This design comes from an exercise in tuning for small area, a short achievable clock period and few clock cycles per item on the open sky130 flow, not from production work. At most, simulation tests tie the RTL to the original design; equivalence was not proved. For runs 6 and 7, only the layout was checked, not whether the RTL still works.

## flow/design.v (module list and top-level ports; edited modules follow where they fit)
// module SNN: 216 lines
// module csa_conv_1: 347 lines
// module csa_conv_2: 413 lines
// module csa_conv_3: 415 lines
// module csa_conv_4: 417 lines
// module csa_conv_5: 225 lines
// module csa_div255: 56 lines
// module csa_div9: 108 lines
// module csa_mac: 168 lines
// module snn_fa: 4 lines
// module snn_ha: 4 lines
module SNN(
	input            clk,
	input            rst_n,
	input            in_valid,
	input [7:0]      img,
	input [7:0]      ker,
	input [7:0]      weight,
	output reg       out_valid,
	output reg [9:0] out_data
);
  // ...
==> flow/flow/run.sh <==
#!/bin/bash
# Standard ORFS layout (the standard.sh with its unchanged synthesis),
# with repair_timing aiming for 11.7 ns of setup margin at the design's
# 16 ns clock, port buffers of buf_2 cells, and clock tree synthesis with
# sink clusters of up to 25 flip-flops within 80 um and no dummy loads.
set -euo pipefail
bash standard.sh SETUP_SLACK_MARGIN=11.7 \
  "BUFFER_PORTS_ARGS=-buffer_cell sky130_fd_sc_hd__buf_2" \
  "CTS_ARGS=-sink_clustering_enable -repair_clock_nets -sink_clustering_size 20 -sink_clustering_max_diameter 50 -dont_use_dummy_load" \
  finish > standard_flow.log 2>&1
==> flow/standard.sh <==
#!/bin/bash
# synth_recipe.tcl (not shown) runs the flow's synth.tcl, then flattens the netlist and writes it again
# the make line also repeats each setting of config.mk as NAME=value (left out here)
make -C /OpenROAD-flow-scripts/flow DESIGN_CONFIG=/design/flow/config.mk WORK_HOME=/design/flow/orfs CLKGATE_MAP_FILE= SYNTH_SCRIPT=/design/flow/synth_recipe.tcl "${@:-finish}"
==> flow/config.mk <==
export PLATFORM = sky130hd
export DESIGN_NAME = SNN
export DESIGN_NICKNAME = SNN
export VERILOG_FILES = /design/flow/design.v
export SDC_FILE = /design/flow/constraint.sdc
export NUM_CORES = 4
export LEC_CHECK = 0
export ABC_CLOCK_PERIOD_IN_PS = 4000
export CAP_MARGIN = 20
export CORE_MARGIN = 2
export CORE_UTILIZATION = 60
export PLACE_DENSITY = 0.75
export SLEW_MARGIN = 20
export SYNTH_HIERARCHICAL = 1
export SYNTH_MINIMUM_KEEP_SIZE = 0
==> flow/constraint.sdc <==
create_clock -name core_clock -period 16.0 [get_ports {clk}]
set_input_delay 3.2000 -clock core_clock [delete_from_list [all_inputs] [get_ports {clk}]]
set_output_delay 3.2000 -clock core_clock [all_outputs]
set_load 0.01 [all_outputs]
==> flow_metrics.env, run 1 <==
export IMPL_status="timing/DRC/antenna clean"
export IMPL_path_depth=1
export IMPL_setup_violations=0
export IMPL_yosysSeqAreaShare=0.327
export IMPL_synth_fa_ha_area_frac=0.389
export IMPL_wl_met3_mm=5.45
export IMPL_design_die_area_um2=72600
export IMPL_worstPathMaxFanout=1
export IMPL_dpl_hpwl_mm=62.3
export IMPL_min_to="win[4][7]$_DFF_P_"
export IMPL_portBuffers=37
export IMPL_endpoint="out_data[1]"
export IMPL_synthMuxAreaShare=0.0192
export IMPL_arrival_ns=1.12
export IMPL_synth_edf_count=197
export IMPL_largestClassByArea="multi-input gates"
export IMPL_post_cts_buffers=8
export IMPL_grt_usage=0.231
export IMPL_place_inst=3960
export IMPL_cts_root_buffer="clkbuf_16"
export IMPL_relSlewSlack=0.322
export IMPL_reg2reg_from="win[5][0]$_DFF_P_"
export IMPL_dpl_instance_area_um2=39800
export IMPL_use_met2=0.393
export IMPL_die_w_um=269
export IMPL_synthToLayoutAreaGrowth_pct=-1.61
export IMPL_cp_end_kind="output pin"
export IMPL_n_all_buffers=70
Testbench counts, summed over its fixed seeds: cycles 25,920, items 320.
==> run 2: changes to the inputs <==
==> flow/flow/run.sh (replaced) <==
#!/bin/bash
# Standard ORFS layout (the standard.sh with its unchanged synthesis),
# with repair_timing aiming for 11.7 ns of setup margin at the design's
# 16 ns clock, port buffers of buf_2 cells, and clock tree synthesis with
# sink clusters of up to 25 flip-flops within 80 um and no dummy loads.
set -euo pipefail
bash standard.sh SETUP_SLACK_MARGIN=11.76 \
  "BUFFER_PORTS_ARGS=-buffer_cell sky130_fd_sc_hd__buf_2" \
  "CTS_ARGS=-sink_clustering_enable -repair_clock_nets -sink_clustering_size 25 -sink_clustering_max_diameter 80 -dont_use_dummy_load" \
  finish > standard_flow.log 2>&1
==> flow_metrics.env, run 2 <==
export IMPL_worstPathMaxFanout=1
export IMPL_syn_area_um2=42300
export IMPL_gp_congestion=0.877
export IMPL_largest_register="win"
export IMPL_critPathLaunchType="register"
export IMPL_syn_area_per_cell_um2=12.4
export IMPL_grt_usage=0.232
export IMPL_status="timing/DRC/antenna clean"
export IMPL_min_path_type="register to register"
export IMPL_ant_nets=0
export IMPL_startpoint="out_data[1]$_DFF_PN0_"
export IMPL_cts_buffer_depth=3
export IMPL_synth_fa_ha_area_frac=0.389
export IMPL_largest_reg_flops=88
export IMPL_htree_levels=2
export IMPL_hold_viol=0
export IMPL_overflow=0
export IMPL_maxCapViolCount=0
export IMPL_synthTopCellsByArea="fa_1 33%, dfxtp_1 17%, edfxtp_1 14%, buf_4 6.7%, nand2_1 5.7%"
export IMPL_setup_violations=0
export IMPL_clock_sinks=585
export IMPL_timing_final_crit_share=0.269
export IMPL_synth_xor_area_share=0.0234
export IMPL_portBuffers=37
export IMPL_syn_inst=3419
export IMPL_antenna_found_initial=13
export IMPL_synth_compound_area_share=0.0439
export IMPL_crit_type="register to output pin"
export IMPL_tightest_slew_ns=0.967
export IMPL_critPathSlowestCell="dfrtp_1"
export IMPL_synth_seq_cells=585
export IMPL_ff2ff_path_depth=7
export IMPL_core_um2=69900
export IMPL_rsz0062_at_grt="yes"
export IMPL_design_die_area_um2=72600
export IMPL_grt_pass1_vias=25500
export IMPL_synth_top_family_by_area="adder cells"
export IMPL_critPathTopFamily="flip-flops"
export IMPL_grt_max_degree=29
export IMPL_crit_buf_inv=1
export IMPL_reg2reg_from="kr[7][2]$_DFFE_PP_"
export IMPL_r2r_slack_ns=11.92
export IMPL_tns_ns=0
export IMPL_insertion_delay_ns=0.61
export IMPL_reg_largest_list="win: 88 flops, kr: 72 flops, pm: 40 flops"
export IMPL_period_needed_ns=4.30
export IMPL_synthToLayoutAreaGrowth_pct=-2.77
export IMPL_cts_root_buffer="clkbuf_16"
export IMPL_fmax_mhz=233
export IMPL_rows=97
export IMPL_postSynth_topFlopCell="dfxtp_1"
export IMPL_path_cells="buf_2"
export IMPL_drc=0
export IMPL_drive_gt1_frac=0.0839
export IMPL_drt_iter0_markers=1462
export IMPL_layout_commonest_cell="fa_1"
export IMPL_relSlewSlack=0.353
export IMPL_ioPinCount=38
export IMPL_synth_cell_types=68
export IMPL_cp_end_kind="output pin"
export IMPL_cp_required_ns=12.80
export IMPL_dpl_hpwl_mm=62.7
export IMPL_cp_slowest_stage_delay_ns=0.37
export IMPL_ys_warn_count=13
export IMPL_cts_tree="done"
export IMPL_synth_top_area_cell="fa_1"
export IMPL_viasPerCell=5.57
export IMPL_yosysMostFrequentCell="fa_1"
export IMPL_yosys_area_top_type_share=0.335
export IMPL_dieHeight_um=269
export IMPL_path_clk_slew_ns=0.09
export IMPL_synthMuxAreaShare=0.0192
export IMPL_r2r_end="r4_s[9]$_DFF_P_"
export IMPL_first_pass_iters=5
export IMPL_fin_nets=4008
export IMPL_drv_slew=0
export IMPL_arrival_ns=1.10
export IMPL_synth_common_cells="707 x fa_1, 640 x nand2_1, 379 x buf_4, 362 x dfxtp_1, 197 x edfxtp_1"
export IMPL_endpoint="out_data[1]"
export IMPL_fin_util=0.588
export IMPL_synth_edf_count=197
export IMPL_die_w_um=269
export IMPL_final_cell_mix="707 x fa_1, 639 x nand2_1, 331 x dfxtp_1, 197 x edfxtp_1, 185 x ha_1"
export IMPL_holdBufCountCts=0
export IMPL_vias=22400
export IMPL_path_depth=1
export IMPL_fin_skew_ns=0.0732
export IMPL_avgRoutedWirePerCell_um=20.0
export IMPL_yosysSeqAreaShare=0.327
export IMPL_cts_made_buffers=37
export IMPL_fin_area_um2=41100
export IMPL_async_reset_ff_frac=0.0444
export IMPL_synthSimpleGateAreaFrac=0.0835
export IMPL_start_util=0.605
export IMPL_grt_pass1_wl_mm=133
export IMPL_finalWirelength_mm=80.7
export IMPL_dpl_instance_area_um2=39800
## run 2: kinds of logic after synthesis
group	after synthesis
compound gates	254
xor+xnor	113
fa+ha+maj	892
buf+inv	653
flops	585
mux	66
other cells	10
simple gates	846
## run 2: how the worst min path moves through the flow
| stage | startpoint | slack (ns) | to | cells after the start |
|---|---|---|---|---|
| after floorplan | d_i[1]$_DFF_P_ | 0.31 | e_a$_DFF_P_ | 0 |
| after global placement | win[8][4]$_DFF_P_ | 0.31 | win[9][4]$_DFF_P_ | 0 |
| after detailed placement | win[6][6]$_DFF_P_ | 0.31 | win[7][6]$_DFF_P_ | 0 |
| after CTS | win[3][4]$_DFF_P_ | 0.30 | win[4][4]$_DFF_P_ | 0 |
| after global routing | win[3][4]$_DFF_P_ | 0.29 | win[4][4]$_DFF_P_ | 0 |
| final | win[3][4]$_DFF_P_ | 0.29 | win[4][4]$_DFF_P_ | 0 |
## run 2: Yosys stat by module, one instance, submodules excluded
| module | times used | cells inside | area (um2) | flops+latches |
|---|---|---|---|---|
| csa_conv_5 | 1 | 121 | 727 | 0 |
| csa_conv_3 | 1 | 199 | 1020 | 0 |
| csa_conv_4 | 1 | 199 | 1130 | 0 |
| snn_fa | 670 | 1 | 20.0 | 0 |
| csa_conv_1 | 1 | 195 | 1100 | 0 |
| csa_div9 | 1 | 58 | 383 | 0 |
| csa_div255 | 1 | 74 | 548 | 0 |
| csa_conv_2 | 1 | 197 | 1120 | 0 |
| snn_ha | 38 | 1 | 12.5 | 0 |
| csa_mac | 1 | 135 | 1170 | 0 |
| SNN | 1 | 1533 | 21200 | 585 |
## run 2: final cells by class
| cell class | count | area, um2 |
|---|---|---|
| Clock buffer | 37 | 926 |
| Timing Repair Buffer | 73 | 529 |
| Inverter | 135 | 507 |
| Antenna cell | 2 | 5.00 |
| Multi-Input combinational cell | 2257 | 24100 |
| Fill cell | 5457 | 28800 |
| Tap cell | 940 | 1180 |
| Sequential cell | 585 | 13900 |
## run 2: routing by layer
layer | track usage | wire length, um | vias up | part of all wire
met3 | 0.0451 | 5900 | 209 | 0.073
met2 | 0.400 | 40900 | 823 | 0.51
met1 | 0.296 | 31100 | 11600 | 0.39
li1 | - | - | 9815 | -
met4 | 0.0810 | 2710 | 16 | 0.034
met5 | 0 | 100 | - | 0.0012
## run 2: per-stage QoR
stage,setup WS [ns],hold WS [ns],cells
after CTS,11.65,0.296,4003
final,11.70,0.294,4029
after floorplan,11.20,0.310,3495
after global routing,11.65,0.288,4029
after detailed placement,10.92,0.312,3960
after global placement,11.01,0.310,3960
## run 2: timing repair
item,in CTS,in global routing
gates resized for setup,19,25
setup buffers,6,24
setup endpoints to repair,86,108
pin swaps,3,2
endpoints found under the hold margin,0,0
==> run 3: changes to the inputs <==
--- a/flow/flow/run.sh
+++ b/flow/flow/run.sh
@@ -5,5 +5,5 @@
 # sink clusters of up to 25 flip-flops within 80 um and no dummy loads.
 set -euo pipefail
-bash standard.sh SETUP_SLACK_MARGIN=11.76 \
+bash standard.sh SETUP_SLACK_MARGIN=11.82 \
   "BUFFER_PORTS_ARGS=-buffer_cell sky130_fd_sc_hd__buf_2" \
   "CTS_ARGS=-sink_clustering_enable -repair_clock_nets -sink_clustering_size 25 -sink_clustering_max_diameter 80 -dont_use_dummy_load" \
==> flow_metrics.env, run 3 <==
export IMPL_core_um2=69900
export IMPL_synthToLayoutAreaGrowth_pct=-2.58
export IMPL_layoutNonFillerInstCount=4040
export IMPL_critPathSlowestCell="dfrtp_1"
export IMPL_critPathTopFamily="flip-flops"
export IMPL_path_cells="buf_2"
export IMPL_cp_end_kind="output pin"
export IMPL_yosys_area_top_type_share=0.335
export IMPL_layout_setup_ws_ns=11.71
export IMPL_min_path_type="register to register"
export IMPL_grt_usage=0.230
export IMPL_critPathLaunchType="register"
export IMPL_reg_largest_list="win: 88 flops, kr: 72 flops, pm: 40 flops"
export IMPL_drc=0
export IMPL_grt_max_degree=29
export IMPL_drt_iter0_markers=1294
export IMPL_insertion_delay_ns=0.59
export IMPL_multi_input_area_um2=24200
export IMPL_nFillCells=5414
export IMPL_design_die_area_um2=72600
export IMPL_async_reset_ff_frac=0.0444
export IMPL_ioPinCount=38
export IMPL_start_util=0.605
export IMPL_tightest_slew_ns=0.997
export IMPL_die_w_um=269
export IMPL_htree_levels=2
export IMPL_crit_buf_inv=1
export IMPL_holdBufCountCts=0
export IMPL_r2r_end="r4_s[9]$_DFF_P_"
export IMPL_synth_edf_count=197
export IMPL_overflow=0
export IMPL_viasPerCell=5.57
export IMPL_dieHeight_um=269
export IMPL_ys_warn_count=13
export IMPL_antenna_found_initial=12
export IMPL_layout_commonest_cell="fa_1"
export IMPL_tns_ns=0
export IMPL_synth_seq_cells=585
export IMPL_maxCapViolCount=0
export IMPL_largest_reg_flops=88
export IMPL_fmax_mhz=233
export IMPL_gp_congestion=0.883
export IMPL_place_inst=3960
export IMPL_grt_pass1_wl_mm=132
export IMPL_worstPathMaxFanout=1
export IMPL_finalWirelength_mm=80.5
export IMPL_avgRoutedWirePerCell_um=19.9
export IMPL_grt_pass1_vias=25400
export IMPL_ant_nets=0
export IMPL_syn_area_per_cell_um2=12.4
export IMPL_cp_required_ns=12.80
export IMPL_synth_common_cells="707 x fa_1, 640 x nand2_1, 379 x buf_4, 362 x dfxtp_1, 197 x edfxtp_1"
export IMPL_arrival_ns=1.09
export IMPL_syn_area_um2=42300
export IMPL_synth_top_area_cell="fa_1"
export IMPL_startpoint="out_data[6]$_DFF_PN0_"
export IMPL_crit_type="register to output pin"
export IMPL_ff2ff_path_depth=7
export IMPL_vias=22500
export IMPL_rows=97
export IMPL_cts_root_buffer="clkbuf_16"
export IMPL_cts_tree="done"
export IMPL_yosysMostFrequentCell="fa_1"
export IMPL_synth_cell_types=68
export IMPL_relSlewSlack=0.332
export IMPL_fin_nets=4015
export IMPL_status="timing/DRC/antenna clean"
export IMPL_setup_violations=0
export IMPL_dpl_hpwl_mm=62.3
export IMPL_r2r_slack_ns=11.93
export IMPL_first_pass_iters=5
export IMPL_syn_inst=3419
export IMPL_cp_slowest_stage_delay_ns=0.37
export IMPL_clock_sinks=585
export IMPL_path_clk_slew_ns=0.09
export IMPL_drv_slew=0
export IMPL_cts_made_buffers=38
export IMPL_drive_gt1_frac=0.0873
export IMPL_rsz0062_at_grt="yes"
export IMPL_fin_skew_ns=0.0632
export IMPL_final_cell_mix="707 x fa_1, 639 x nand2_1, 332 x dfxtp_1, 197 x edfxtp_1, 185 x ha_1"
export IMPL_pre_cts_slack_ns=10.92
export IMPL_period_needed_ns=4.29
export IMPL_reg2reg_from="kr[7][2]$_DFFE_PP_"
export IMPL_postSynth_topFlopCell="dfxtp_1"
export IMPL_timing_final_crit_share=0.268
export IMPL_endpoint="out_data[6]"
export IMPL_synthTopCellsByArea="fa_1 33%, dfxtp_1 17%, edfxtp_1 14%, buf_4 6.7%, nand2_1 5.7%"
export IMPL_path_depth=1
export IMPL_hold_viol=0
export IMPL_yosysSeqAreaShare=0.327
export IMPL_cts_buffer_depth=3
export IMPL_largest_register="win"
export IMPL_portBuffers=37
export IMPL_regArea_um2=13900
[run 3: cell count changes in the layout (fill, tap and decap cells not counted), moves of 2 or more]
cell	previous run	this run
buf_4	28	37
buf_12	5	1
diode_2	2	6
o21ai_0	37	34
o21ai_1	2	5
a21oi_1	57	55
a21oi_2	1	3
nor3_1	23	21
nor3_2	0	2
[run 3: final cells by class]
cell class / count / share of cell area
antenna: 6 / 0.000364
inverter: 135 / 0.0123
sequential: 585 / 0.336
multi-input combinational: 2257 / 0.586
tap: 940 / 0.0286
clock buffer: 38 / 0.0231
timing repair buffer: 79 / 0.0129
[run 3: Yosys stat by module (local to each module, per instance)]
module / times used / flip-flops and latches / cells / area [um2]
snn_ha: 38 / 0 / 1 / 12.5
csa_div9: 1 / 0 / 58 / 383
csa_conv_2: 1 / 0 / 197 / 1120
csa_conv_5: 1 / 0 / 121 / 727
csa_div255: 1 / 0 / 74 / 548
SNN: 1 / 585 / 1533 / 21200
csa_conv_3: 1 / 0 / 199 / 1020
csa_conv_1: 1 / 0 / 195 / 1100
csa_mac: 1 / 0 / 135 / 1170
snn_fa: 670 / 0 / 1 / 20.0
csa_conv_4: 1 / 0 / 199 / 1130
[run 3: worst min path at each step]
stage                      start                end  depth (start not counted)
2_1_floorplan     d_i[1]$_DFF_P_        e_a$_DFF_P_                          0
3_3_place_gp   win[8][4]$_DFF_P_  win[9][4]$_DFF_P_                          0
3_5_place_dp   win[3][4]$_DFF_P_  win[4][4]$_DFF_P_                          0
4_1_cts        win[2][3]$_DFF_P_  win[3][3]$_DFF_P_                          0
5_1_grt        win[2][3]$_DFF_P_  win[3][3]$_DFF_P_                          0
6_report       win[2][3]$_DFF_P_  win[3][3]$_DFF_P_                          0
[run 3: cell families after synthesis]
logic type,count (synthesis),synth area share
buffers and inverters,653,0.113
other,10,0.000888
AND/OR/NAND/NOR,846,0.0835
AO/OA/AOI/OAI,254,0.0439
XOR/XNOR,113,0.0234
adder cells (fa/ha/maj),892,0.389
flip-flops,585,0.327
multiplexers,66,0.0192
[run 3: layer usage]
metal  vias up  track usage  part of all wire
li1       9842            -                 -
met1     11600        0.290              0.38
met2       824        0.402              0.51
met3       206       0.0459             0.076
met4        12       0.0732             0.031
met5         -            0           0.00091
[run 3: per-stage QoR]
step / cell area [um2] / utilization / hold WS, ns
floorplan: 42700 / - / 0.310
global placement: 39800 / 0.569 / 0.310
detailed placement: 39800 / 0.569 / 0.312
finish: 41200 / 0.589 / 0.285
CTS: 41000 / 0.587 / 0.292
global route: 41200 / 0.589 / 0.286
[run 3: worst reg2reg max path, stage by stage, from the launching register on]
cell and delay (ns):
edfxtp_1 0.63, nand2_1 0.17, fa_1 0.59, fa_1 0.46, fa_1 0.52, fa_1 0.53, fa_1 0.53, fa_1 0.49
[run 3: timing repair]
item                       CTS  global route
pin swaps                    3             4
gates cloned                 0             1
buffers inserted            29             6
hold endpoints to repair     0             0
resized for setup           26            28
setup endpoints to repair  120           136
==> run 4: changes to the inputs <==
--- a/flow/flow/run.sh
+++ b/flow/flow/run.sh
@@ -5,5 +5,5 @@
 # sink clusters of up to 25 flip-flops within 80 um and no dummy loads.
 set -euo pipefail
-bash standard.sh SETUP_SLACK_MARGIN=11.82 \
+bash standard.sh SETUP_SLACK_MARGIN=11.7 \
   "BUFFER_PORTS_ARGS=-buffer_cell sky130_fd_sc_hd__buf_2" \
   "CTS_ARGS=-sink_clustering_enable -repair_clock_nets -sink_clustering_size 25 -sink_clustering_max_diameter 80 -dont_use_dummy_load" \
==> flow_metrics.env, run 4 <==
export IMPL_portBuffers=37
export IMPL_startpoint="out_data[3]$_DFF_PN0_"
export IMPL_htree_levels=2
export IMPL_synth_cell_types=68
export IMPL_rows=97
export IMPL_layout_commonest_cell="fa_1"
export IMPL_design_die_area_um2=72600
export IMPL_hold_viol=0
export IMPL_finalWirelength_mm=79.1
export IMPL_multi_input_area_um2=24100
export IMPL_vias=22400
export IMPL_overflow=0
export IMPL_synth_edf_count=197
export IMPL_drive_gt1_frac=0.0783
export IMPL_dpl_hpwl_mm=62.3
export IMPL_ys_warn_count=13
export IMPL_viasPerCell=5.58
export IMPL_drc=0
export IMPL_die_w_um=269
export IMPL_arrival_ns=1.06
export IMPL_holdWs_ns=0.287
export IMPL_relSlewSlack=0.326
export IMPL_critPathTopFamily="flip-flops"
export IMPL_period_needed_ns=4.26
export IMPL_critPathSlowestCell="dfrtp_1"
export IMPL_regArea_um2=13800
export IMPL_synth_compound_area_share=0.0439
export IMPL_synth_common_cells="707 x fa_1, 640 x nand2_1, 379 x buf_4, 362 x dfxtp_1, 197 x edfxtp_1"
export IMPL_drv_slew=0
export IMPL_rsz0062_at_grt="yes"
export IMPL_fin_area_um2=41000
export IMPL_cts_made_buffers=35
export IMPL_synth_xor_area_share=0.0234
export IMPL_fmax_mhz=235
export IMPL_syn_area_um2=42300
export IMPL_first_pass_iters=7
export IMPL_timing_final_crit_share=0.267
export IMPL_min_path_type="register to register"
export IMPL_cp_end_kind="output pin"
export IMPL_status="timing/DRC/antenna clean"
export IMPL_ant_nets=0
export IMPL_cp_slowest_stage_delay_ns=0.36
export IMPL_path_clk_slew_ns=0.09
export IMPL_reg2reg_from="pq[2]$_DFFE_PP_"
export IMPL_cp_required_ns=12.80
export IMPL_synth_seq_cells=585
export IMPL_nFillCells=5395
export IMPL_synthTopCellsByArea="fa_1 33%, dfxtp_1 17%, edfxtp_1 14%, buf_4 6.7%, nand2_1 5.7%"
export IMPL_dieHeight_um=269
export IMPL_synthSimpleGateAreaFrac=0.0835
export IMPL_syn_inst=3419
export IMPL_worstPathMaxFanout=1
export IMPL_dpl_instance_area_um2=39800
export IMPL_fin_nets=3998
export IMPL_reg_largest_list="win: 88 flops, kr: 72 flops, pm: 40 flops"
export IMPL_tns_ns=0
export IMPL_yosysMostFrequentCell="fa_1"
export IMPL_setup_violations=0
export IMPL_synth_top_area_cell="fa_1"
export IMPL_clock_sinks=585
export IMPL_synthToLayoutAreaGrowth_pct=-3.03
export IMPL_grt_pass1_vias=25200
export IMPL_crit_type="register to output pin"
export IMPL_layout_setup_ws_ns=11.74
export IMPL_avgRoutedWirePerCell_um=19.7
export IMPL_pre_cts_slack_ns=10.93
export IMPL_cts_buffer_depth=3
export IMPL_synth_top_family_by_area="adder cells"
export IMPL_min_from="win[2][3]$_DFF_P_"
export IMPL_async_reset_ff_frac=0.0444
export IMPL_fin_skew_ns=0.0701
export IMPL_path_cells="buf_2"
export IMPL_maxCapViolCount=0
export IMPL_grt_usage=0.230
export IMPL_largest_reg_flops=88
export IMPL_synthMuxAreaShare=0.0192
export IMPL_cts_root_buffer="clkbuf_16"
export IMPL_tightest_slew_ns=1.01
export IMPL_antenna_found_initial=10
export IMPL_largest_register="win"
export IMPL_postSynth_topFlopCell="dfxtp_1"
export IMPL_syn_area_per_cell_um2=12.4
export IMPL_grt_pass1_wl_mm=132
export IMPL_yosysSeqAreaShare=0.327
export IMPL_core_um2=69900
export IMPL_crit_buf_inv=1
export IMPL_final_cell_mix="707 x fa_1, 639 x nand2_1, 337 x dfxtp_1, 197 x edfxtp_1, 185 x ha_1"
export IMPL_ioPinCount=38
export IMPL_gp_congestion=0.889
export IMPL_holdBufCountCts=0
export IMPL_grt_max_degree=29
export IMPL_drt_iter0_markers=1484
export IMPL_synth_fa_ha_area_frac=0.389
export IMPL_yosys_area_top_type_share=0.335
export IMPL_start_util=0.605
export IMPL_critPathLaunchType="register"
export IMPL_insertion_delay_ns=0.59
export IMPL_cts_tree="done"
-- run 4: changes by cell type in the layout (fill, tap and decap cells not counted), moves of 4 or more --
| cell | before | now |
|---|---|---|
| dfxtp_2 | 28 | 24 |
| dfxtp_1 | 332 | 337 |
| buf_12 | 1 | 6 |
| buf_4 | 37 | 20 |
| diode_2 | 6 | 2 |
-- run 4: final cells by class --
| type | count | area share |
|---|---|---|
| Multi-Input combinational cell | 2257 | 0.588 |
| Sequential cell | 585 | 0.338 |
| Tap cell | 940 | 0.0287 |
| Clock buffer | 35 | 0.0214 |
| Inverter | 135 | 0.0124 |
| Timing Repair Buffer | 65 | 0.0118 |
| Antenna cell | 2 | 0.000122 |
-- run 4: modules after synthesis (local to each module, per instance), a selection --
module      cells  area [um2]
csa_div255     74         548
csa_mac       135        1170
csa_conv_4    199        1130
csa_conv_5    121         727
snn_fa          1        20.0
csa_div9       58         383
-- run 4: metrics by stage --
stage / util / std cells
floorplan: - / 3495
detailed placement: 0.569 / 3960
global route: 0.586 / 4017
finish: 0.587 / 4019
CTS: 0.584 / 4004
global placement: 0.569 / 3960
-- run 4: path summary, 6_finish.rpt --
path / end / slack (ns) / cells after the start
worst max-delay path: out_data[3] / 11.74 / 1
max in group asynchronous: f_v$_DFF_PN0_ / 12.94 / 1
worst min register to register: win[3][3]$_DFF_P_ / 0.29 / 0
worst max register to register: mres[16]$_DFF_P_ / 11.83 / 13
worst min-delay path: win[3][3]$_DFF_P_ / 0.29 / 0
min in group asynchronous: i_v$_DFF_PN0_ / 2.62 / 1
-- run 4: repair_timing --
action | 4_1_cts | 5_1_grt
buffers inserted | 9 | 13
setup endpoints to repair | 58 | 123
pin swaps | 3 | 2
gates resized for setup | 7 | 29
-- run 4: kinds of logic (layout without fill, tap and decap cells) --
family                     after synthesis  after routing
xor gates and xnor gates               113            113
and+or+nand+nor                        846            846
adders and majority gates              892            892
other                                   10             88
buffers and inverters                  653            235
AOI/OAI and AO/OA                      254            254
DFF                                    585            585
muxes                                   66             66
-- run 4: per-layer routing --
layer  share of wire  vias to the layer above  global-route usage
met5          0.0012                        -                   0
li1                -                     9796                   -
met4           0.032                       14              0.0757
met1            0.39                    11600               0.297
met2            0.51                      797               0.396
met3           0.066                      195              0.0389
==> run 5: changes to the inputs <==
==> flow/run.sh (new file) <==
#!/bin/bash
# synth_recipe.tcl (not shown) runs the flow's synth.tcl, then flattens the netlist and writes it again
# the make line also repeats each setting of config.mk as NAME=value (left out here)
make -C /OpenROAD-flow-scripts/flow DESIGN_CONFIG=/design/flow/config.mk WORK_HOME=/design/flow/orfs CLKGATE_MAP_FILE= SYNTH_SCRIPT=/design/flow/synth_recipe.tcl finish
--- a/flow/config.mk
+++ b/flow/config.mk
@@ -10,4 +10,6 @@
 export CORE_MARGIN = 2
 export CORE_UTILIZATION = 60
+export CTS_CLUSTER_DIAMETER = 80
+export CTS_CLUSTER_SIZE = 25
 export PLACE_DENSITY = 0.75
 export SLEW_MARGIN = 20
removed: flow/flow/run.sh
removed: flow/standard.sh
==> flow_metrics.env, run 5 <==
export IMPL_core_um2=69900
export IMPL_crit_buf_inv=1
export IMPL_synthToLayoutAreaGrowth_pct=-2.49
export IMPL_period_needed_ns=5.17
export IMPL_cts_tree="done"
export IMPL_first_pass_iters=5
export IMPL_yosys_area_top_type_share=0.335
export IMPL_finalWirelength_mm=80.2
export IMPL_layout_setup_ws_ns=10.83
export IMPL_ioPinCount=38
export IMPL_cts_root_buffer="clkbuf_16"
export IMPL_ys_warn_count=13
export IMPL_worstPathMaxFanout=8
export IMPL_reg_largest_list="win: 88 flops, kr: 72 flops, pm: 40 flops"
export IMPL_async_reset_ff_frac=0.0444
export IMPL_drt_iter0_markers=1532
export IMPL_grt_max_degree=29
export IMPL_cp_end_kind="register"
export IMPL_start_util=0.605
export IMPL_yosysSeqAreaShare=0.327
export IMPL_overflow=0
export IMPL_fin_area_um2=41200
export IMPL_synth_top_area_cell="fa_1"
export IMPL_portBuffers=37
export IMPL_syn_area_per_cell_um2=12.4
export IMPL_path_clk_slew_ns=0.10
export IMPL_final_cell_mix="707 x fa_1, 640 x nand2_1, 361 x dfxtp_1, 197 x edfxtp_1, 185 x ha_1"
export IMPL_dpl_hpwl_mm=62.4
export IMPL_synth_common_cells="707 x fa_1, 640 x nand2_1, 379 x buf_4, 362 x dfxtp_1, 197 x edfxtp_1"
export IMPL_cts_resized=0
export IMPL_tightest_slew_ns=0.991
export IMPL_min_path_type="register to register"
export IMPL_relSlewSlack=0.339
export IMPL_synth_edf_count=197
export IMPL_fin_nets=3980
export IMPL_critPathTopFamily="simple AND/OR/NAND/NOR gates"
export IMPL_drive_gt1_frac=0.0560
export IMPL_maxCapViolCount=0
export IMPL_synth_cell_types=68
export IMPL_cp_slowest_stage_delay_ns=0.81
export IMPL_synth_seq_cells=585
export IMPL_critPathSlowestCell="nor3_1"
export IMPL_syn_area_um2=42300
export IMPL_ant_nets=0
export IMPL_clock_sinks=585
export IMPL_rsz0062_at_grt="no"
export IMPL_grt_pass1_wl_mm=132
export IMPL_syn_inst=3419
export IMPL_drv_slew=0
export IMPL_grt_pass1_vias=25400
export IMPL_fmax_mhz=193
export IMPL_viasPerCell=5.60
export IMPL_cts_buffer_depth=3
export IMPL_path_cells="clkdlybuf4s50_1 -> nand3b_1 -> nor4_1 -> nand2b_1 -> nor3_1"
export IMPL_critPathLaunchType="input port"
export IMPL_gp_congestion=0.888
export IMPL_fin_skew_ns=0.0315
export IMPL_tns_ns=0
export IMPL_holdBufCountCts=0
export IMPL_htree_levels=2
export IMPL_die_w_um=269
export IMPL_cp_required_ns=16.23
export IMPL_design_die_area_um2=72600
export IMPL_post_cts_buffers=0
export IMPL_setup_violations=0
export IMPL_dieHeight_um=269
export IMPL_largest_reg_flops=88
export IMPL_rows=97
export IMPL_pre_cts_slack_ns=9.99
export IMPL_crit_type="input port to register"
export IMPL_avgRoutedWirePerCell_um=19.9
export IMPL_synthTopCellsByArea="fa_1 33%, dfxtp_1 17%, edfxtp_1 14%, buf_4 6.7%, nand2_1 5.7%"
export IMPL_grt_usage=0.231
export IMPL_timing_final_crit_share=0.323
export IMPL_insertion_delay_ns=0.59
export IMPL_hold_viol=0
export IMPL_yosysMostFrequentCell="fa_1"
export IMPL_arrival_ns=5.41
export IMPL_largest_register="win"
export IMPL_drc=0
export IMPL_layout_commonest_cell="fa_1"
export IMPL_dpl_instance_area_um2=39900
export IMPL_antenna_found_initial=5
export IMPL_cts_made_buffers=37
export IMPL_status="timing/DRC/antenna clean"
export IMPL_postSynth_topFlopCell="dfxtp_1"
export IMPL_vias=22600
-- run 5: final cells by class --
| cell class | instances | area (um2) |
|---|---|---|
| Antenna cell | 1 | 2.50 |
| Clock buffer | 46 | 970 |
| Clock inverter | 22 | 324 |
| Fill cell | 5444 | 28700 |
| Inverter | 135 | 507 |
| Multi-Input combinational cell | 2257 | 24000 |
| Sequential cell | 585 | 13800 |
| Tap cell | 940 | 1180 |
| Timing Repair Buffer | 45 | 425 |
-- run 5: per-stage QoR --
| stage | instances | util | hold WS (ns) |
|---|---|---|---|
| after floorplan | 3495 | - | 0.310 |
| after global placement | 3962 | 0.571 | 0.310 |
| after detailed placement | 3962 | 0.571 | 0.312 |
| after CTS | 4030 | 0.590 | 0.318 |
| after global routing | 4030 | 0.590 | 0.327 |
| final | 4031 | 0.590 | 0.322 |
-- run 5: worst paths after layout --
| kind | start | end | slack, ns | cells past startpoint |
|---|---|---|---|---|
| min in group asynchronous | rst_n | i_v$_DFF_PN0_ | 2.60 | 1 |
| max in group asynchronous | rst_n | im$_DFFE_PN0P_ | 12.99 | 1 |
| hold / removal | win[6][2]$_DFF_P_ | win[7][2]$_DFF_P_ | 0.32 | 0 |
| setup reg to reg | mn[2]$_DFF_P_ | mres[16]$_DFF_P_ | 11.28 | 11 |
| hold reg to reg | win[6][2]$_DFF_P_ | win[7][2]$_DFF_P_ | 0.32 | 0 |
| setup / recovery | in_valid | kr[5][2]$_DFFE_PP_ | 10.83 | 5 |
-- run 5: metal layers --
layer	routed length (um)	track usage	vias up
met5	43	0	-
met4	2630	0.0813	6
met3	5910	0.0444	202
met2	40700	0.396	859
met1	31000	0.294	11700
li1	-	-	9783
-- run 5: Yosys stat by module (local to each module, per instance), excerpt --
| module | cell area, um2 | cells | flip-flops and latches |
|---|---|---|---|
| SNN | 21200 | 1533 | 585 |
| csa_div9 | 383 | 58 | 0 |
| csa_conv_1 | 1100 | 195 | 0 |
| csa_conv_2 | 1120 | 197 | 0 |
| snn_ha | 12.5 | 1 | 0 |
| csa_mac | 1170 | 135 | 0 |
| csa_conv_4 | 1130 | 199 | 0 |
| csa_div255 | 548 | 74 | 0 |
| csa_conv_3 | 1020 | 199 | 0 |
| snn_fa | 20.0 | 1 | 0 |
-- run 5: cells by family (layout without fill, tap and decap cells) --
kind of cell / after synthesis / count (layout) / synth area share
and+or+nand+nor: 846 / 846 / 0.0835
other: 10 / 87 / 0.000888
xor gates and xnor gates: 113 / 113 / 0.0234
buffers and inverters: 653 / 248 / 0.113
adders and majority gates: 892 / 892 / 0.389
DFF: 585 / 585 / 0.327
muxes: 66 / 66 / 0.0192
AOI/OAI and AO/OA: 254 / 254 / 0.0439
==> module SNN, before the edit <==
module SNN(
	input            clk,
	input            rst_n,
	input            in_valid,
	input [7:0]      img,
	input [7:0]      ker,
	input [7:0]      weight,
	output reg       out_valid,
	output reg [9:0] out_data
);
integer k;
reg        v0;
reg  [2:0] col, row;
reg        im;
reg  [7:0] win [0:10];           
always @(posedge clk or negedge rst_n) begin
	if (!rst_n) v0 <= 1'b0;
	else        v0 <= in_valid;
end
always @(posedge clk) begin
	win[0] <= img;
	for (k = 1; k < 11; k = k + 1) win[k] <= win[k-1];
end
always @(posedge clk or negedge rst_n) begin
	if (!rst_n) begin
		col <= 3'd0; row <= 3'd0; im <= 1'b0;
	end else if (v0) begin
		if (col == 3'd5) begin
			col <= 3'd0;
			if (row == 3'd5) begin
				row <= 3'd0;
				im  <= ~im;
			end else begin
				row <= row + 3'd1;
			end
		end else begin
			col <= col + 3'd1;
		end
	end
end
reg  [7:0] kr [0:8];
reg  [7:0] wr [0:3];
wire [3:0] w0_idx = row[0] ? {1'b0, col} + 4'd6 : {1'b0, col};
wire       w0_ok  = !im && (row[2:1] == 2'b00);
reg  [8:0] ld_sel;
always @(*) begin
	for (k = 0; k < 9; k = k + 1)
		ld_sel[k] = (k == 0) ? !v0 : (v0 && w0_ok && w0_idx == k - 1);
end
always @(posedge clk) begin
	for (k = 0; k < 9; k = k + 1)
		if (in_valid && ld_sel[k]) kr[k] <= ker;
	for (k = 0; k < 4; k = k + 1)
		if (in_valid && ld_sel[k]) wr[k] <= weight;
end
wire [16:0] s1_s, s1_c;
wire [17:0] s2_s, s2_c;
wire [18:0] s3_s, s3_c;
wire [18:0] s4_s, s4_c;
wire [19:0] s5_s, s5_c;
reg  [16:0] r1_s, r1_c;
reg  [17:0] r2_s, r2_c;
reg  [18:0] r3_s, r3_c;
reg  [18:0] r4_s, r4_c;
reg  [19:0] rc_s, rc_c;
csa_conv_1 u_1(.k0(kr[0]), .x0(win[10]), .k1(kr[1]), .x1(win[9]), .s(s1_s), .c(s1_c));
csa_conv_2 u_2(.k0(kr[2]), .x0(win[9]),  .k1(kr[3]), .x1(win[5]),
               .r0(r1_s), .r1(r1_c), .s(s2_s), .c(s2_c));
csa_conv_3 u_3(.k0(kr[4]), .x0(win[5]),  .k1(kr[5]), .x1(win[4]),
               .r0(r2_s), .r1(r2_c), .s(s3_s), .c(s3_c));
csa_conv_4 u_4(.k0(kr[6]), .x0(win[1]),  .k1(kr[7]), .x1(win[0]),
               .r0(r3_s), .r1(r3_c), .s(s4_s), .c(s4_c));
csa_conv_5 u_5(.k0(kr[8]), .x0(win[0]),
               .r0(r4_s), .r1(r4_c), .s(s5_s), .c(s5_c));
always @(posedge clk) begin
	r1_s <= s1_s; r1_c <= s1_c;
	r2_s <= s2_s; r2_c <= s2_c;
	r3_s <= s3_s; r3_c <= s3_c;
	r4_s <= s4_s; r4_c <= s4_c;
	rc_s <= s5_s; rc_c <= s5_c;
end
reg       d_v;
reg [1:0] d_i, d_j;
reg       d_im;
always @(posedge clk or negedge rst_n) begin
	if (!rst_n) d_v <= 1'b0;
	else        d_v <= v0 && (row >= 3'd2) && (col >= 3'd2);
end
always @(posedge clk) begin
	d_i  <= row[1:0] - 2'd2;
	d_j  <= col[1:0] - 2'd2;
	d_im <= im;
end
wire [19:0] cs_s     = ~rc_s;
wire [19:0] cs_c     = ~rc_c;
wire [19:0] conv_sum = cs_s + cs_c;
reg  [19:0] pm [0:1];
wire        d_b     = d_j[1];
wire        d_first = !d_i[0] && !d_j[0];
wire        d_last  =  d_i[0] &&  d_j[0];
wire [19:0] pm_cur  = pm[d_b];
wire [20:0] d_cmp   = {1'b0, cs_s} + {1'b0, cs_c} + {1'b0, ~pm_cur};
always @(posedge clk) begin
	if (d_v && (d_first || d_cmp[20])) pm[d_b] <= conv_sum;
end
reg       e_v, e_b, e_a, e_im;
always @(posedge clk or negedge rst_n) begin
	if (!rst_n) e_v <= 1'b0;
	else        e_v <= d_v && d_last;
end
always @(posedge clk) begin
	e_b <= d_b; e_a <= d_i[1]; e_im <= d_im;
end
wire [35:0] e_s, e_c;
csa_div255 u_e(.r0(pm[e_b]), .s(e_s), .c(e_c));
wire [35:0] e_sum = e_s + e_c;
reg  [11:0] q1;
reg         f_v, f_b, f_a, f_im;
always @(posedge clk or negedge rst_n) begin
	if (!rst_n) f_v <= 1'b0;
	else        f_v <= e_v;
end
always @(posedge clk) begin
	q1 <= e_sum[35:24];
	f_b <= e_b; f_a <= e_a; f_im <= e_im;
end
wire [21:0] f_s, f_c;
csa_div9 u_f(.r0(q1), .s(f_s), .c(f_c));
wire [21:0] f_sum = f_s + f_c;
reg  [7:0]  pq;
reg  [4:0]  mo;                  
reg  [3:0]  mt, mn;              
function [12:0] booth;           
	input [7:0] y;
	integer i;
	reg [8:0] z;
	begin
		z = {y, 1'b0};
		for (i = 0; i < 4; i = i + 1) begin
			booth[i]     = z[2*i+1] ^ z[2*i];
			booth[5+i]   = (z[2*i+2] & ~z[2*i+1] & ~z[2*i]) | (~z[2*i+2] & z[2*i+1] & z[2*i]);
			booth[9+i]   = z[2*i+2] & ~(z[2*i+1] & z[2*i]);
		end
		booth[4] = y[7];
	end
endfunction
reg         m0_v, m1_v, m_b, m_a, m_im;
always @(posedge clk or negedge rst_n) begin
	if (!rst_n) begin
		m0_v <= 1'b0; m1_v <= 1'b0;
	end else begin
		m0_v <= f_v;
		m1_v <= m0_v;
	end
end
always @(posedge clk) begin
	if (f_v) begin
		pq  <= f_sum[21:14];
		m_b <= f_b; m_a <= f_a; m_im <= f_im;
	end
	{mn, mt, mo} <= booth(f_v ? (f_b ? wr[2] : wr[0]) : (m_b ? wr[3] : wr[1]));
end
reg  [16:0] mres, mres_d;
wire [16:0] madd = m_b ? mres_d : 17'd0;
wire [16:0] m_s, m_c;
csa_mac u_m(.x(pq), .one(mo), .two(mt), .neg(mn), .r0(madd), .s(m_s), .c(m_c));
wire [16:0] mac_res = m_s + m_c;
always @(posedge clk) begin
	mres   <= mac_res;
	mres_d <= mres;
end
reg        h_v, h_s;
always @(posedge clk or negedge rst_n) begin
	if (!rst_n) h_v <= 1'b0;
	else        h_v <= (m0_v || m1_v) && m_b;
end
always @(posedge clk) begin
	h_s <= m1_v;
end
wire [15:0] h_y   = mres[16:1];
wire [16:0] h_t   = h_y + {8'd0, h_y[15:8]} + 17'd1;
reg  [7:0]  eqv, eref;
reg  [7:0]  e0 [0:3];
reg         i_v, i_s;
wire [1:0]  h_idx = {m_a, h_s};
always @(posedge clk or negedge rst_n) begin
	if (!rst_n) i_v <= 1'b0;
	else        i_v <= h_v;
end
always @(posedge clk) begin
	eqv  <= h_t[15:8];
	eref <= e0[h_idx];
	i_s  <= h_s;
end
wire [1:0] i_idx = {m_a, i_s};
always @(posedge clk) begin
	if (i_v && !m_im) e0[i_idx] <= eqv;
end
reg  [9:0] dacc;
wire [9:0] dbase = (i_idx == 2'd0) ? 10'd0 : dacc;
wire [9:0] dnew  = (eref > eqv) ? dbase + {2'd0, eref} - {2'd0, eqv}
                                : dbase + {2'd0, eqv} - {2'd0, eref};
wire       i_fin = i_v && m_im && (i_idx == 2'd3);
always @(posedge clk) begin
	if (i_v && m_im) dacc <= dnew;
end
always @(posedge clk or negedge rst_n) begin
	if (!rst_n) begin
		out_valid <= 1'b0;
		out_data  <= 10'd0;
	end else begin
		out_valid <= i_fin;
		out_data  <= (i_fin && dnew[9:4] != 6'd0) ? dnew : 10'd0;
	end
end
endmodule
==> run 6: changes to the inputs <==
--- a/flow/design.v
+++ b/flow/design.v
@@ -158,6 +158,8 @@
 		pq  <= f_sum[21:14];
 		m_b <= f_b; m_a <= f_a; m_im <= f_im;
+		{mn, mt, mo} <= booth(f_b ? wr[2] : wr[0]);
+	end else if (m0_v) begin
+		{mn, mt, mo} <= booth(m_b ? wr[3] : wr[1]);
 	end
-	{mn, mt, mo} <= booth(f_v ? (f_b ? wr[2] : wr[0]) : (m_b ? wr[3] : wr[1]));
 end
 reg  [16:0] mres, mres_d;
==> flow/flow/run.sh (new file) <==
#!/bin/bash
# Standard ORFS layout (the standard.sh, unchanged synthesis and
# clock tree), with repair_timing aiming for 11.7 ns of setup margin at
# the design's 16 ns clock, and the port buffers given buf_2 cells.
set -euo pipefail
bash standard.sh SETUP_SLACK_MARGIN=11.7 "BUFFER_PORTS_ARGS=-buffer_cell sky130_fd_sc_hd__buf_2" finish > standard_flow.log 2>&1
==> flow/standard.sh (new file) <==
#!/bin/bash
# synth_recipe.tcl (not shown) runs the flow's synth.tcl, then flattens the netlist and writes it again
# the make line also repeats each setting of config.mk as NAME=value (left out here)
make -C /OpenROAD-flow-scripts/flow DESIGN_CONFIG=/design/flow/config.mk WORK_HOME=/design/flow/orfs CLKGATE_MAP_FILE= SYNTH_SCRIPT=/design/flow/synth_recipe.tcl "${@:-finish}"
--- a/flow/config.mk
+++ b/flow/config.mk
@@ -9,8 +9,7 @@
 export CAP_MARGIN = 20
 export CORE_MARGIN = 2
-export CORE_UTILIZATION = 60
+export CORE_UTILIZATION = 40
 export CTS_CLUSTER_DIAMETER = 80
 export CTS_CLUSTER_SIZE = 25
-export PLACE_DENSITY = 0.75
 export SLEW_MARGIN = 20
 export SYNTH_HIERARCHICAL = 1
removed: flow/run.sh
==> flow_metrics.env, run 6 <==
export IMPL_status="timing/DRC/antenna clean"
export IMPL_drive_gt1_frac=0.0997
export IMPL_fin_util=0.405
export IMPL_layoutNonFillerInstCount=4575
export IMPL_drc=0
export IMPL_rows=119
export IMPL_critPathLaunchType="register"
export IMPL_avgRoutedWirePerCell_um=17.7
export IMPL_synthTopCellsByArea="fa_1 33%, dfxtp_1 16%, edfxtp_1 15%, buf_4 6.7%, nand2_1 5.5%"
export IMPL_fin_skew_ns=0.0330
export IMPL_cp_slowest_stage_delay_ns=0.38
export IMPL_synth_edf_count=210
export IMPL_largest_register="win"
export IMPL_dpl_hpwl_mm=63.3
export IMPL_cp_required_ns=12.80
export IMPL_overflow=0
export IMPL_maxCapViolCount=0
export IMPL_ioPinCount=38
export IMPL_pre_cts_slack_ns=11.08
export IMPL_nFillCells=9835
export IMPL_syn_area_um2=42700
export IMPL_synth_common_cells="707 x fa_1, 627 x nand2_1, 379 x buf_4, 349 x dfxtp_1, 210 x edfxtp_1"
export IMPL_path_cells="buf_2"
export IMPL_arrival_ns=1.10
export IMPL_tns_ns=0
export IMPL_first_pass_iters=5
export IMPL_largest_reg_flops=88
export IMPL_r2r_end="mres[15]$_DFF_P_"
export IMPL_portBuffers=37
export IMPL_met2_wirelength_mm=40.2
export IMPL_synthToLayoutAreaGrowth_pct=0.126
export IMPL_layout_setup_ws_ns=11.70
export IMPL_place_inst=4438
export IMPL_period_needed_ns=4.30
export IMPL_critPathSlowestCell="dfrtp_1"
export IMPL_yosysSeqAreaShare=0.327
export IMPL_top_layer_used="met5"
export IMPL_ant_nets=0
export IMPL_insertion_delay_ns=0.60
export IMPL_grt_usage=0.154
export IMPL_hold_depth=0
export IMPL_design_die_area_um2=109000
export IMPL_wl_met3_mm=4.80
export IMPL_synth_top_area_cell="fa_1"
export IMPL_worstPathMaxFanout=1
export IMPL_die_w_um=331
export IMPL_vias=22100
export IMPL_yosysMostFrequentCell="fa_1"
export IMPL_final_cell_mix="707 x fa_1, 626 x nand2_1, 334 x dfxtp_1, 210 x edfxtp_1, 188 x ha_1"
export IMPL_timing_final_crit_share=0.269
export IMPL_synth_cell_types=77
export IMPL_syn_inst=3442
export IMPL_async_reset_ff_frac=0.0444
export IMPL_cts_made_buffers=38
export IMPL_ff2ff_path_depth=12
export IMPL_reg_largest_list="win: 88 flops, kr: 72 flops, pm: 40 flops"
export IMPL_path_clk_slew_ns=0.09
export IMPL_crit_buf_inv=1
export IMPL_min_from="win[8][5]$_DFF_P_"
export IMPL_finalWirelength_mm=81.1
export IMPL_cp_end_kind="output pin"
export IMPL_gp_congestion=0.816
export IMPL_fmax_mhz=232
export IMPL_viasPerCell=4.83
export IMPL_fin_nets=4072
export IMPL_drv_slew=0
export IMPL_r2r_slack_ns=11.87
export IMPL_cts_tree="done"
export IMPL_reg2reg_from="mo[1]$_DFFE_PP_"
export IMPL_htree_levels=2
export IMPL_ys_warn_count=13
export IMPL_regArea_um2=14000
export IMPL_antenna_found_initial=11
export IMPL_crit_type="register to output pin"
export IMPL_multi_input_area_um2=24400
export IMPL_min_path_type="register to register"
export IMPL_postSynth_topFlopCell="dfxtp_1"
export IMPL_yosys_area_top_type_share=0.332
export IMPL_hold_viol=0
export IMPL_start_util=0.404
export IMPL_layout_commonest_cell="fa_1"
export IMPL_cts_root_buffer="clkbuf_16"
export IMPL_grt_max_degree=37
export IMPL_critPathTopFamily="flip-flops"
export IMPL_grt_pass1_wl_mm=132
export IMPL_min_to="win[9][5]$_DFF_P_"
export IMPL_clock_sinks=585
export IMPL_core_um2=106000
export IMPL_holdWs_ns=0.332
export IMPL_dieHeight_um=331
export IMPL_rsz0062_at_grt="yes"
export IMPL_drt_iter0_markers=1279
export IMPL_tightest_slew_ns=0.862
export IMPL_relSlewSlack=0.423
export IMPL_grt_pass1_vias=23900
export IMPL_cts_buffer_depth=3
export IMPL_syn_area_per_cell_um2=12.4
export IMPL_setup_violations=0
export IMPL_synth_seq_cells=585
export IMPL_wl_met1_mm=34.5
-- run 6: cell count changes in the layout (fill, tap and decap cells not counted), moves of 10 or more --
| cell | previous run | this run |
|---|---|---|
| buf_2 | 1 | 36 |
| dfxtp_2 | 1 | 15 |
| edfxtp_1 | 197 | 210 |
| o21a_1 | 28 | 11 |
| and3_1 | 6 | 16 |
| dfxtp_1 | 361 | 334 |
| clkdlybuf4s50_1 | 36 | 0 |
| buf_4 | 8 | 67 |
| nand2_1 | 640 | 626 |
-- run 6: cell type report --
type | count | area share
antenna | 4 | 0.000234
inverter | 142 | 0.0125
clock buffer | 47 | 0.0235
multi-input combinational | 2273 | 0.570
sequential | 585 | 0.327
tap | 1391 | 0.0407
timing repair buffer | 110 | 0.0186
clock inverter | 23 | 0.00764
-- run 6: routing by layer --
| layer | vias up | global-route usage |
|---|---|---|
| met5 | - | 0 |
| met4 | 16 | 0.0336 |
| met3 | 102 | 0.0350 |
| met2 | 423 | 0.260 |
| met1 | 11500 | 0.203 |
| li1 | 10100 | - |
-- run 6: worst max path at each step --
stage,start,endpoint,cells past startpoint
6_report,out_data[0]$_DFF_PN0_,out_data[0],1
5_1_grt,out_data[0]$_DFF_PN0_,out_data[0],1
4_1_cts,out_data[0]$_DFF_PN0_,out_data[0],1
3_5_place_dp,in_valid,kr[5][3]$_DFFE_PP_,5
3_3_place_gp,in_valid,kr[7][3]$_DFFE_PP_,5
2_1_floorplan,in_valid,kr[5][0]$_DFFE_PP_,4
-- run 6: what timing repair did --
item | in CTS | in global routing
gates resized for setup | 5 | 25
setup endpoints to repair | 60 | 129
pin swaps | 4 | 5
cloned | 2 | 0
setup buffers | 26 | 34
hold buffers | 0 | 0
-- run 6: cell families after synthesis --
group | synth area share
AOI/OAI and AO/OA | 0.0427
xor gates and xnor gates | 0.0238
adders and majority gates | 0.387
buffers and inverters | 0.113
DFF | 0.327
muxes | 0.0216
other | 0.000879
and+or+nand+nor | 0.0850
-- run 6: worst reg2reg max path, cell delays in order (launching register included) --
cell	delay (ns)
edfxtp_1	0.55
a22oi_2	0.25
xnor2_1	0.16
fa_1	0.47
fa_1	0.51
fa_1	0.49
ha_1	0.38
and3_1	0.20
and3_1	0.21
o311ai_1	0.39
o21ai_0	0.13
a21oi_1	0.18
xnor2_1	0.13
-- run 6: stage by stage --
step | instance area (um2)
after detailed placement | 40800
final | 42700
after CTS | 42400
after floorplan | 43000
after global placement | 40800
after global routing | 42700
-- run 6: Yosys stat by module, one instance, submodules excluded, a selection --
module | times used | flops+latches
snn_ha | 38 | 0
snn_fa | 670 | 0
csa_conv_1 | 1 | 0
csa_div255 | 1 | 0
csa_div9 | 1 | 0
csa_conv_3 | 1 | 0
csa_mac | 1 | 0
csa_conv_4 | 1 | 0
SNN | 1 | 585
csa_conv_5 | 1 | 0
==> run 7: changes to the inputs <==
--- a/flow/design.v
+++ b/flow/design.v
@@ -11,4 +11,5 @@
 integer k;
 reg        v0;
+reg  [7:0] ker_r, wt_r;
 reg  [2:0] col, row;
 reg        im;
@@ -19,4 +20,6 @@
 end
 always @(posedge clk) begin
+	ker_r  <= ker;
+	wt_r   <= weight;
 	win[0] <= img;
 	for (k = 1; k < 11; k = k + 1) win[k] <= win[k-1];
@@ -41,16 +44,11 @@
 reg  [7:0] kr [0:8];
 reg  [7:0] wr [0:3];
-wire [3:0] w0_idx = row[0] ? {1'b0, col} + 4'd6 : {1'b0, col};
-wire       w0_ok  = !im && (row[2:1] == 2'b00);
-reg  [8:0] ld_sel;
-always @(*) begin
-	for (k = 0; k < 9; k = k + 1)
-		ld_sel[k] = (k == 0) ? !v0 : (v0 && w0_ok && w0_idx == k - 1);
-end
+wire       ld_ok  = v0 && !im && (row[2:1] == 2'b00);
+wire [3:0] ld_idx = row[0] ? {1'b0, col} + 4'd6 : {1'b0, col};
 always @(posedge clk) begin
 	for (k = 0; k < 9; k = k + 1)
-		if (in_valid && ld_sel[k]) kr[k] <= ker;
+		if (ld_ok && ld_idx == k) kr[k] <= ker_r;
 	for (k = 0; k < 4; k = k + 1)
-		if (in_valid && ld_sel[k]) wr[k] <= weight;
+		if (ld_ok && ld_idx == k) wr[k] <= wt_r;
 end
 wire [16:0] s1_s, s1_c;
==> flow_metrics.env, run 7 <==
export IMPL_status="timing/DRC/antenna clean"
export IMPL_synth_xor_area_share=0.0221
export IMPL_period_needed_ns=4.32
export IMPL_insertion_delay_ns=0.63
export IMPL_drc=0
export IMPL_cp_slowest_stage_delay_ns=0.38
export IMPL_crit_buf_inv=1
export IMPL_syn_area_um2=43300
export IMPL_reg_largest_list="win: 88 flops, kr: 72 flops, pm: 40 flops"
export IMPL_arrival_ns=1.12
export IMPL_hold_viol=0
export IMPL_synth_cell_types=76
export IMPL_ff2ff_path_depth=13
export IMPL_relSlewSlack=0.318
export IMPL_antenna_found_initial=1
export IMPL_grt_max_degree=37
export IMPL_yosysMostFrequentCell="fa_1"
export IMPL_diodes=0
export IMPL_synth_top_family_by_area="adder cells"
export IMPL_crit_type="register to output pin"
export IMPL_overflow=0
export IMPL_yosysSeqAreaShare=0.330
export IMPL_die_w_um=333
export IMPL_synth_top_area_cell="fa_1"
export IMPL_r2r_slack_ns=11.88
export IMPL_critPathTopFamily="flip-flops"
export IMPL_critPathSlowestCell="dfrtp_1"
export IMPL_min_from="win[7][3]$_DFF_P_"
export IMPL_r2r_end="mres[13]$_DFF_P_"
export IMPL_fmax_mhz=231
export IMPL_htree_levels=2
export IMPL_first_pass_iters=6
export IMPL_dpl_instance_area_um2=41300
export IMPL_drv_slew=0
export IMPL_layoutNonFillerInstCount=4627
export IMPL_maxCapViolCount=0
export IMPL_fin_skew_ns=0.0327
export IMPL_drt_iter0_markers=1393
export IMPL_regArea_um2=14300
export IMPL_path_clk_slew_ns=0.10
export IMPL_place_inst=4510
export IMPL_vias=22600
export IMPL_cts_made_buffers=36
export IMPL_grt_pass1_vias=24300
export IMPL_critPathLaunchType="register"
export IMPL_synthToLayoutAreaGrowth_pct=-0.457
export IMPL_fin_area_um2=43100
export IMPL_viasPerCell=4.89
export IMPL_cp_required_ns=12.80
export IMPL_tightest_slew_ns=1.02
export IMPL_setup_violations=0
export IMPL_synth_seq_cells=601
export IMPL_rows=120
export IMPL_final_cell_mix="707 x fa_1, 629 x nand2_1, 347 x dfxtp_1, 210 x edfxtp_1, 188 x ha_1"
export IMPL_synth_common_cells="707 x fa_1, 629 x nand2_1, 379 x buf_4, 365 x dfxtp_1, 210 x edfxtp_1"
export IMPL_postSynth_topFlopCell="dfxtp_1"
export IMPL_tns_ns=0
export IMPL_finalWirelength_mm=82.6
export IMPL_avgRoutedWirePerCell_um=17.9
export IMPL_synth_compound_area_share=0.0453
export IMPL_multi_input_area_um2=24500
export IMPL_worstPathMaxFanout=1
export IMPL_grt_usage=0.152
export IMPL_yosys_area_top_type_share=0.327
export IMPL_clock_sinks=601
export IMPL_cp_end_kind="output pin"
export IMPL_core_um2=107000
export IMPL_nFillCells=10200
export IMPL_gp_congestion=0.829
export IMPL_timing_final_crit_share=0.270
export IMPL_ys_warn_count=13
export IMPL_min_to="win[8][3]$_DFF_P_"
export IMPL_synth_fa_ha_area_frac=0.381
export IMPL_dieHeight_um=333
export IMPL_synthSimpleGateAreaFrac=0.0887
export IMPL_cts_tree="done"
export IMPL_rsz0062_at_grt="yes"
export IMPL_syn_area_per_cell_um2=12.4
export IMPL_min_path_type="register to register"
export IMPL_portBuffers=37
export IMPL_async_reset_ff_frac=0.0433
export IMPL_synth_edf_count=210
export IMPL_cts_root_buffer="clkbuf_16"
export IMPL_cts_buffer_depth=3
export IMPL_holdBufCountCts=0
export IMPL_drive_gt1_frac=0.0918
export IMPL_fin_nets=4118
export IMPL_largest_register="win"
export IMPL_path_cells="buf_2"
export IMPL_synthTopCellsByArea="fa_1 33%, dfxtp_1 17%, edfxtp_1 15%, buf_4 6.6%, nand2_1 5.5%"
export IMPL_hold_depth=0
export IMPL_dpl_hpwl_mm=64.9
export IMPL_layout_commonest_cell="fa_1"
export IMPL_ioPinCount=38
export IMPL_synthMuxAreaShare=0.0212
export IMPL_design_die_area_um2=111000
export IMPL_reg2reg_from="mo[1]$_DFFE_PP_"
export IMPL_largest_reg_flops=88
export IMPL_start_util=0.404
export IMPL_ant_nets=0
export IMPL_grt_pass1_wl_mm=133
export IMPL_syn_inst=3498
## run 7: changes by cell type after synthesis, moves of 6 or more
cell     before  now
nand4_1       7   18
inv_1       142  136
a31oi_1      12   19
xnor2_1      88   82
a21o_1       25   33
dfxtp_1     349  365
nor3_1       28   35
## run 7: through the flow
stage | setup WS (ns) | util | hold slack, ns
2_1_floorplan | 11.72 | - | 0.310
3_3_place_gp | 11.55 | 0.386 | 0.311
3_5_place_dp | 11.48 | 0.386 | 0.312
4_1_cts | 11.63 | 0.398 | 0.330
5_1_grt | 11.62 | 0.402 | 0.337
6_report | 11.68 | 0.402 | 0.330
## run 7: final cells by class
| type | instances | area share |
|---|---|---|
| well taps | 1403 | 0.0408 |
| flip-flops and latches | 601 | 0.332 |
| clock inverters | 18 | 0.00566 |
| repair buffers | 103 | 0.0168 |
| multi-input cells | 2318 | 0.570 |
| inverters | 136 | 0.0119 |
| clock buffers | 48 | 0.0237 |
## run 7: worst max path at each step
stage                               start          endpoint  slack (ns)  cells past startpoint
floorplan                   m_b$_DFFE_PP_  mres[13]$_DFF_P_       11.72                     16
global placement          mn[0]$_DFFE_PP_  mres[13]$_DFF_P_       11.55                     12
detailed placement        mn[0]$_DFFE_PP_  mres[13]$_DFF_P_       11.48                     12
CTS                 out_data[2]$_DFF_PN0_       out_data[2]       11.63                      1
global route        out_data[2]$_DFF_PN0_       out_data[2]       11.62                      1
finish              out_data[2]$_DFF_PN0_       out_data[2]       11.68                      1
## run 7: what timing repair did
action | CTS | global route
pin swaps | 0 | 0
setup endpoints to repair | 19 | 56
cloned | 0 | 0
gates resized for setup | 2 | 20
buffers inserted | 7 | 44
## run 7: per-module statistics from Yosys, one instance, submodules excluded
module | flip-flops and latches | cell area (um2) | copies in the design
snn_fa | 0 | 20.0 | 670
snn_ha | 0 | 12.5 | 38
SNN | 601 | 22200 | 1
csa_div255 | 0 | 548 | 1
csa_conv_5 | 0 | 727 | 1
csa_mac | 0 | 1170 | 1
csa_conv_3 | 0 | 1020 | 1
csa_conv_4 | 0 | 1130 | 1
csa_div9 | 0 | 383 | 1
csa_conv_2 | 0 | 1120 | 1
csa_conv_1 | 0 | 1100 | 1
## run 7: cells by family (layout without fill, tap and decap cells)
family,after synthesis,after routing
buffers and inverters,655,305
muxes,75,75
AOI/OAI and AO/OA,265,265
other,10,86
xor gates and xnor gates,109,109
DFF,601,601
adders and majority gates,895,895
and+or+nand+nor,888,888
## run 7: per-layer routing
layer / up-vias / GRT usage / wire length, um
li1: 10300 / - / -
met1: 11800 / 0.204 / 35800
met2: 448 / 0.259 / 41200
met3: 95 / 0.0229 / 3810
met4: 0 / 0.0373 / 1860
met5: - / 0 / 0

## what the ideal ports hide
How much do the figures lean on ideal ports? The routed layouts below were timed once more, with nothing changed but the port constraints.
Step 1: set_driving_cell puts a clkbuf_16 on clk and a buf_2 on each other input, an assumption about the parent block.
Step 2 also shifts input and output timing later by t, the mid clock arrival at the registers, as if the neighbouring blocks saw the same clock.
Three values: ideal ports, drivers, drivers and shift; two values: the first two.
| run | shift t [ns] | setup slack, ns | worst data-port slew with drivers (ns) | cell pins on the clock port's net |
|---|---|---|---|---|
| run 1 | 0.670 | 11.676 / 11.610 / 11.059 | 0.12 | 1 |
| run 2 | 0.623 | 11.701 / 11.637 / 11.101 | 0.13 | 1 |
| run 3 | 0.623 | 11.707 / 11.641 / 11.239 | 0.13 | 1 |
| run 4 | 0.615 | 11.736 / 11.673 / 11.189 | 0.12 | 1 |
| run 5 | 0.645 | 10.830 / 10.797 / 10.152 | 0.12 | 1 |
| run 6 | 0.658 | 11.696 / 11.629 / 11.131 | 0.14 | 1 |
| run 7 | 0.673 | 11.680 / 11.611 / 11.875 | 0.05 | 1 |
After both steps setup and hold are still met in every run listed. For run 5, which loses most, drivers alone change the setup slack by -0.033 ns; drivers and shift together by -0.678 ns.
